Background: an optimization exercise with open tools, aiming at small area. Do not read the settings as production practice. RTL that was checked went through simulation tests only; none was proved equivalent to the original. Power and IR drop assume default switching activity.

## YM2149
module YM2149 (
	input      [7:0] I_DA,
	output reg [7:0] O_DA,
	output           O_DA_OE_L,
	input            I_A9_L,
	input            I_A8,
	input            I_BDIR,
	input            I_BC2,
	input            I_BC1,
	input            I_SEL_L,
	input            I_STEREO,
	output reg [7:0] O_AUDIO,
	output reg [1:0] O_CHAN,
	output reg [9:0] O_AUDIO_L,
	output reg [9:0] O_AUDIO_R,
	input      [7:0] I_IOA,
	output     [7:0] O_IOA,
	output           O_IOA_OE_L,
	input      [7:0] I_IOB,
	output     [7:0] O_IOB,
	output           O_IOB_OE_L,
	input            ENA,  
	input            RESET_L,
	input            CLK
);
Size in the first run: roughly 1200 cells after synthesis.
clock: 10.0 ns
lec_check: 0
cap_margin: 20
core_margin: 2
core_utilization: 40
slew_margin: 20
buffer_ports_args: -buffer_cell sky130_fd_sc_hd__buf_1
cts_args: -sink_clustering_enable -repair_clock_nets -dont_use_dummy_load -buf_list sky130_fd_sc_hd__clkbuf_16 -sink_clustering_size 25 -sink_clustering_max_diameter 100
standard.sh (not shown) runs the stock make flow with config.mk's settings and CLKGATE_MAP_FILE= SYNTH_SCRIPT=/design/flow/synth_recipe.tcl, a recipe that flattens the netlist after the stock synthesis.
==> flow/flow/run.sh <==
#!/bin/bash
# Layout flow: the standard synthesis, then the combinational logic between the
# (unchanged) registers is re-mapped by ABC for area, then the standard layout steps
# with smaller port buffers and a clock tree of smaller buffers.
set -euo pipefail
W=$PWD
F=$W/flow
R=$W/orfs/results/${FLOW_PLATFORM}/YM2149/base
LIB=$FLOW_HOME/platforms/${FLOW_PLATFORM}/lib/sky130_fd_sc_hd__tt_025C_1v80.lib

if [[ -f $F/extra.mk ]]; then cat $F/extra.mk >> $W/config.mk; fi

# 1. standard synthesis
bash $W/standard.sh synth > $W/log_1_synth.txt 2>&1
cp $R/1_2_yosys.v $W/std_1_2_yosys.v

# 2. re-map the combinational logic; the flip-flop cells are kept as they are
python3 $F/gen_comb.py $LIB $W/comb_map.v > $W/log_2_gen_comb.txt 2>&1
sed -e "s|@LIB@|$LIB|g" -e "s|@F@|$F|g" -e "s|@W@|$W|g" -e "s|@IN@|$W/std_1_2_yosys.v|g" \
    -e "s|@OUT@|$W/resyn_1_2_yosys.v|g" -e "s|@TOP@|$FLOW_TOP|g" $F/resyn.ys > $W/resyn.ys
yosys -l $W/log_2_resyn.txt -q -s $W/resyn.ys > /dev/null 2>&1
cp $W/resyn_1_2_yosys.v $R/1_2_yosys.v
touch $R/1_2_yosys.v

# 3. standard layout from the re-mapped netlist
bash $W/standard.sh finish > $W/log_3_layout.txt 2>&1
Other scripts of this flow, unchanged in this note and not shown: flow/flow/extra.mk, flow/flow/gen_comb.py, flow/flow/resyn.abc, flow/flow/resyn.ys
Edit:
--- a/flow/design.v
+++ b/flow/design.v
@@ -177,22 +177,28 @@
 		2'b01: begin tone_ena_l = r7[1]; tone_src = tone_gen_op[2]; chan_vol = r9;  noise_ena_l = r7[4]; end
 		2'b10: begin tone_ena_l = r7[2]; tone_src = tone_gen_op[3]; chan_vol = r10; noise_ena_l = r7[5]; end
 		default: ;
 	endcase
 end
 wire chan_mixed = (tone_ena_l | tone_src) & (noise_ena_l | poly17[0]);
 wire [4:0] chan_amp = ~chan_mixed ? 5'd0 :
                       chan_vol[4] ? env_vol :
                       (chan_vol[3:0] == 4'd0) ? 5'd0 : {chan_vol[3:0], 1'b1};
 reg  [4:0] amp;         
-reg  [1:0] cnt_div_t1;
 reg  [7:0] dac_amp;
+reg        ena_seen1, ena_seen2;
+wire [1:0] cnt_div_t1 = ena_seen1 ? cnt_div[1:0] + 2'd1 : 2'd0;
+always @(posedge CLK) begin
+	ena_seen1 <= ~rst & (ena_seen1 | ENA);
+	ena_seen2 <= ~rst & (ena_seen2 | (ena_seen1 & ENA));
+end
+always @(*) O_CHAN = ena_seen2 ? cnt_div[1:0] + 2'd2 : 2'd0;
 always @(*) begin
 	case (amp)
 		5'b11111: dac_amp = 8'hFF;
 		5'b11110: dac_amp = 8'hD9;
 		5'b11101: dac_amp = 8'hBA;
 		5'b11100: dac_amp = 8'h9F;
 		5'b11011: dac_amp = 8'h88;
 		5'b11010: dac_amp = 8'h74;
 		5'b11001: dac_amp = 8'h63;
 		5'b11000: dac_amp = 8'h54;
@@ -218,23 +224,21 @@
 		5'b00100: dac_amp = 8'h03;
 		5'b00011: dac_amp = 8'h02;
 		5'b00010: dac_amp = 8'h02;
 		5'b00001: dac_amp = 8'h01;
 		default:  dac_amp = 8'h00;
 	endcase
 end
 always @(posedge CLK) begin
 	if (rst | ENA) begin
 		amp        <= rst ? 5'd0 : chan_amp;
-		cnt_div_t1 <= rst ? 2'd0 : cnt_div[1:0];
 		O_AUDIO    <= rst ? 8'd0 : dac_amp;
-		O_CHAN     <= rst ? 2'd0 : cnt_div_t1;
 	end
 end
 reg [9:0] vol_l, vol_r;
 reg       mix_done;    
 wire first = (cnt_div_t1 == 2'b10);  
 wire acc   = ENA & (cnt_div_t1 != 2'b11);
 wire [9:0] base_l = (ENA & first) ? 10'd0 : vol_l;
 wire [9:0] base_r = (ENA & first) ? 10'd0 : vol_r;
 wire [7:0] add_l  = (acc & ~(first & I_STEREO)) ? dac_amp : 8'd0;
 wire [7:0] add_r  = (acc & ~(cnt_div_t1 == 2'b00 & I_STEREO)) ? dac_amp : 8'd0;
What happened:
- die area goes up slightly
- flip-flop and latch count goes down by 2
- non-clock buffer count climbs by 4
- combinational power rises by a few percent
- first-iteration DRC count falls by about a fifth
- core utilization rose by 0.38 points
- via count is higher by a few percent
- clock-buffer cell count does not change
Only the layout flow was run in the first run of this note; the RTL was not checked for function there.

* * *

YM2149, a different RTL version from the one above (not shown whole).
For scale: ~1100 cells after synthesis.
==> flow/design.v (excerpt) <==
module YM2149 (
	input      [7:0] I_DA,
	output reg [7:0] O_DA,
	output           O_DA_OE_L,
	input            I_A9_L,
	input            I_A8,
	input            I_BDIR,
	input            I_BC2,
	input            I_BC1,
	input            I_SEL_L,
	input            I_STEREO,
	output reg [7:0] O_AUDIO,
	output reg [1:0] O_CHAN,
	output reg [9:0] O_AUDIO_L,
	output reg [9:0] O_AUDIO_R,
	input      [7:0] I_IOA,
	output     [7:0] O_IOA,
	output           O_IOA_OE_L,
	input      [7:0] I_IOB,
	output     [7:0] O_IOB,
	output           O_IOB_OE_L,
	input            ENA,  
	input            RESET_L,
	input            CLK
);
Settings: LEC_CHECK=0, CAP_MARGIN=5, CORE_MARGIN=2, CORE_UTILIZATION=40, GPL_TIMING_DRIVEN=0, SLEW_MARGIN=5, BUFFER_PORTS_ARGS=-buffer_cell sky130_fd_sc_hd__buf_1, CTS_ARGS=-sink_clustering_enable -repair_clock_nets -dont_use_dummy_load -buf_list sky130_fd_sc_hd__clkbuf_16 -root_buf sky130_fd_sc_hd__clkbuf_4 -sink_clustering_size 25 -sink_clustering_max_diameter 100; clock period 10.0 ns.
==> flow/flow/run.sh <==
#!/bin/bash
# Layout flow: the standard synthesis; then the combinational logic between the
# registers (which are kept exactly as that synthesis made them) is re-mapped by ABC for
# area: each script s*.abc is tried, the smallest result is kept, and that is repeated
# from the kept netlist for a few rounds; then the standard layout steps on that
# netlist, with the settings in extra.mk (buf_1 port buffers, a clock tree of fewer
# buffers, no timing-driven placement).
set -euo pipefail
W=$PWD
F=$W/flow
R=$W/orfs/results/${FLOW_PLATFORM}/YM2149/base
LIB=$FLOW_HOME/platforms/${FLOW_PLATFORM}/lib/sky130_fd_sc_hd__tt_025C_1v80.lib
ROUNDS=3

if [[ -f $F/extra.mk ]]; then cat $F/extra.mk >> $W/config.mk; fi

# 1. standard synthesis
bash $W/standard.sh synth > $W/log_1_synth.txt 2>&1
cp $R/1_2_yosys.v $W/std_1_2_yosys.v

# 2. re-map the combinational logic; the flip-flop cells are kept as they are
python3 $F/gen_comb.py $LIB $W/comb_map.v > $W/log_2_gen_comb.txt 2>&1
mkdir -p $W/resyn
cur=$W/std_1_2_yosys.v
best_area=1e30
for r in $(seq 1 $ROUNDS); do
  found=""
  for s in $F/s*.abc; do
    n=r${r}_$(basename $s .abc)
    sed -e "s|@LIB@|$LIB|g" -e "s|@W@|$W|g" -e "s|@ABC@|$s|g" -e "s|@IN@|$cur|g" \
        -e "s|@OUT@|$W/resyn/$n.v|g" -e "s|@TOP@|$FLOW_TOP|g" $F/resyn.ys > $W/resyn/$n.ys
    if yosys -l $W/resyn/log_$n.txt -q -s $W/resyn/$n.ys > /dev/null 2>&1; then
      a=$(grep "Chip area for module" $W/resyn/log_$n.txt | tail -1 | awk '{print $NF}')
      echo "$n $a" >> $W/log_2_resyn_areas.txt
      if awk -v a="$a" -v b="$best_area" 'BEGIN{exit !(a < b)}'; then
        best_area=$a; found=$W/resyn/$n.v
      fi
    fi
  done
  [[ -z "$found" ]] && break
  cur=$found
  echo "round $r kept $cur $best_area" >> $W/log_2_resyn_areas.txt
done
if [[ "$cur" != "$W/std_1_2_yosys.v" ]]; then
  cp $cur $R/1_2_yosys.v
  touch $R/1_2_yosys.v
fi

# 3. standard layout from the re-mapped netlist
bash $W/standard.sh finish > $W/log_3_layout.txt 2>&1
Other scripts of this flow, unchanged in this note and not shown: flow/flow/extra.mk, flow/flow/gen_comb.py, flow/flow/resyn.ys, flow/flow/s01.abc, flow/flow/s02.abc, flow/flow/s03.abc, flow/flow/s04.abc, flow/flow/s05.abc, flow/flow/s06.abc, flow/flow/s07.abc, flow/flow/s08.abc, flow/flow/s09.abc, flow/flow/s10.abc
==> next run, changes <==
--- a/flow/design.v
+++ b/flow/design.v
@@ -57,45 +57,43 @@
 	if (rst | wsel[7])  r7  <= rst ? 8'd0 : I_DA;
 	if (rst | wsel[8])  r8  <= rst ? 5'd0 : I_DA[4:0];
 	if (rst | wsel[9])  r9  <= rst ? 5'd0 : I_DA[4:0];
 	if (rst | wsel[10]) r10 <= rst ? 5'd0 : I_DA[4:0];
 	if (rst | wsel[11]) r11 <= rst ? 8'd0 : I_DA;
 	if (rst | wsel[12]) r12 <= rst ? 8'd0 : I_DA;
 	if (rst | wsel[13]) r13 <= rst ? 4'd0 : I_DA[3:0];
 	if (rst | wsel[14]) r14 <= rst ? 8'd0 : I_DA;
 	if (rst | wsel[15]) r15 <= rst ? 8'd0 : I_DA;
 	env_reset <= rst | wsel[13];
 end
-reg [7:0] ioa_inreg, iob_inreg;
-always @(posedge CLK) begin
-	ioa_inreg <= I_IOA;
-	iob_inreg <= I_IOB;
-end
+wire       addr0_next = busctrl_addr ? I_DA[0] : addr[0];
+reg  [7:0] io_inreg;
+always @(posedge CLK)
+	io_inreg <= addr0_next ? I_IOB : I_IOA;
 always @(*) begin
 	case (addr)
 		4'h0: O_DA = r0;
 		4'h1: O_DA = {4'd0, r1};
 		4'h2: O_DA = r2;
 		4'h3: O_DA = {4'd0, r3};
 		4'h4: O_DA = r4;
 		4'h5: O_DA = {4'd0, r5};
 		4'h6: O_DA = {3'd0, r6};
 		4'h7: O_DA = r7;
 		4'h8: O_DA = {3'd0, r8};
 		4'h9: O_DA = {3'd0, r9};
 		4'hA: O_DA = {3'd0, r10};
 		4'hB: O_DA = r11;
 		4'hC: O_DA = r12;
 		4'hD: O_DA = {4'd0, r13};
-		4'hE: O_DA = ioa_inreg;
-		default: O_DA = iob_inreg;
+		default: O_DA = io_inreg;  
 	endcase
 end
 reg [3:0] cnt_div;
 reg       noise_div;
 reg       ena_div;
 wire div_zero = (cnt_div == 4'd0);
 always @(posedge CLK) begin
 	cnt_div   <= rst ? 4'd0 : (ENA & div_zero) ? {~I_SEL_L, 3'b111} : cnt_div - {3'b000, ENA};
 	noise_div <= ~rst & (noise_div ^ (ENA & div_zero));
 	ena_div   <= ~rst & (ENA ? div_zero : ena_div);
 end
@@ -186,57 +184,32 @@
                       chan_vol[4] ? env_vol :
                       (chan_vol[3:0] == 4'd0) ? 5'd0 : {chan_vol[3:0], 1'b1};
 reg  [4:0] amp;         
 reg  [7:0] dac_amp;
 reg        ena_seen1, ena_seen2;
 wire [1:0] cnt_div_t1 = ena_seen1 ? cnt_div[1:0] + 2'd1 : 2'd0;
 always @(posedge CLK) begin
 	ena_seen1 <= ~rst & (ena_seen1 | ENA);
 	ena_seen2 <= ~rst & (ena_seen2 | (ena_seen1 & ENA));
 end
 always @(*) O_CHAN = ena_seen2 ? cnt_div[1:0] + 2'd2 : 2'd0;
+wire [31:0] amp_sel = 32'd1 << amp;
 always @(*) begin
-	case (amp)
-		5'b11111: dac_amp = 8'hFF;
-		5'b11110: dac_amp = 8'hD9;
-		5'b11101: dac_amp = 8'hBA;
-		5'b11100: dac_amp = 8'h9F;
-		5'b11011: dac_amp = 8'h88;
-		5'b11010: dac_amp = 8'h74;
-		5'b11001: dac_amp = 8'h63;
-		5'b11000: dac_amp = 8'h54;
-		5'b10111: dac_amp = 8'h48;
-		5'b10110: dac_amp = 8'h3D;
-		5'b10101: dac_amp = 8'h34;
-		5'b10100: dac_amp = 8'h2C;
-		5'b10011: dac_amp = 8'h25;
-		5'b10010: dac_amp = 8'h1F;
-		5'b10001: dac_amp = 8'h1A;
-		5'b10000: dac_amp = 8'h16;
-		5'b01111: dac_amp = 8'h13;
-		5'b01110: dac_amp = 8'h10;
-		5'b01101: dac_amp = 8'h0D;
-		5'b01100: dac_amp = 8'h0B;
-		5'b01011: dac_amp = 8'h09;
-		5'b01010: dac_amp = 8'h08;
-		5'b01001: dac_amp = 8'h07;
-		5'b01000: dac_amp = 8'h06;
-		5'b00111: dac_amp = 8'h05;
-		5'b00110: dac_amp = 8'h04;
-		5'b00101: dac_amp = 8'h03;
-		5'b00100: dac_amp = 8'h03;
-		5'b00011: dac_amp = 8'h02;
-		5'b00010: dac_amp = 8'h02;
-		5'b00001: dac_amp = 8'h01;
-		default:  dac_amp = 8'h00;
-	endcase
+	dac_amp[0] = |(amp_sel & 32'hD24CBAB2);
+	dac_amp[1] = |(amp_sel & 32'hB207933C);
+	dac_amp[2] = |(amp_sel & 32'h957D23C0);
+	dac_amp[3] = |(amp_sel & 32'hF8D63C00);
+	dac_amp[4] = |(amp_sel & 32'hF567C000);
+	dac_amp[5] = |(amp_sel & 32'hA6780000);
+	dac_amp[6] = |(amp_sel & 32'hC7800000);
+	dac_amp[7] = |(amp_sel & 32'hF8000000);
 end
 always @(posedge CLK) begin
 	if (rst | ENA) begin
 		amp        <= rst ? 5'd0 : chan_amp;
 		O_AUDIO    <= dac_amp;  
 	end
 end
 reg [9:0] vol_l, vol_r;
 reg       mix_done;    
 wire first = (cnt_div_t1 == 2'b10);  
 wire acc   = ~rst & ENA & (cnt_div_t1 != 2'b11);
Critical path depth rose by 11.
Via count fell by 3.0%.
Routed wire length fell by 2.5%.
Final cell count fell by 4.6%.
Clock power fell by 7.0%.
Synthesized cell count fell by 3.3%.
Setup slack is worse by 670 ps.
Core utilization stays flat.
Sequential power fell by about 4%.
Final area fell by 3.2%.
Non-clock buffer count rose by 1.
Maximum frequency fell by 9.3%.
Die area fell by 2.9%.
Global-route usage rose by 0.40 points.

-- what the ideal ports hide --
The flow's constraints put no driver on any port. The routed layouts listed below were extracted and timed again, unchanged, in two steps. Step 1, drivers: a clkbuf_16 drives CLK and a buf_2 each remaining input, both assumed. Step 2 also shifts input and output timing later by t, the mid clock arrival at the registers, as if the neighbouring blocks saw the same clock. a / b / c = ideal / step 1 / step 2; a / b = the first two.
| run | shift t [ns] | slack for setup (ns) | hold WS [ns] | cell pins on the clock port's net |
|---|---|---|---|---|
| the first run of note 1 | 0.538 | 4.153 / 4.104 / 3.644 | 0.429 / 0.429 / 0.429 | 1 |
| the second run of note 1 | 0.547 | 3.456 / 3.407 / 3.423 | 0.425 / 0.425 / 0.425 | 1 |
| the first run of note 2 | 0.708 | 3.443 / 3.403 / 2.777 | 0.437 / 0.437 / 0.437 | 1 |
| the second run of note 2 | 0.701 | 2.771 / 2.774 / 2.074 | 0.436 / 0.436 / 0.436 | 1 |
After both steps every run listed still meets setup and hold. For the second run of note 2, which loses most, drivers alone change the setup slack by +0.003 ns; drivers and shift together by -0.697 ns.
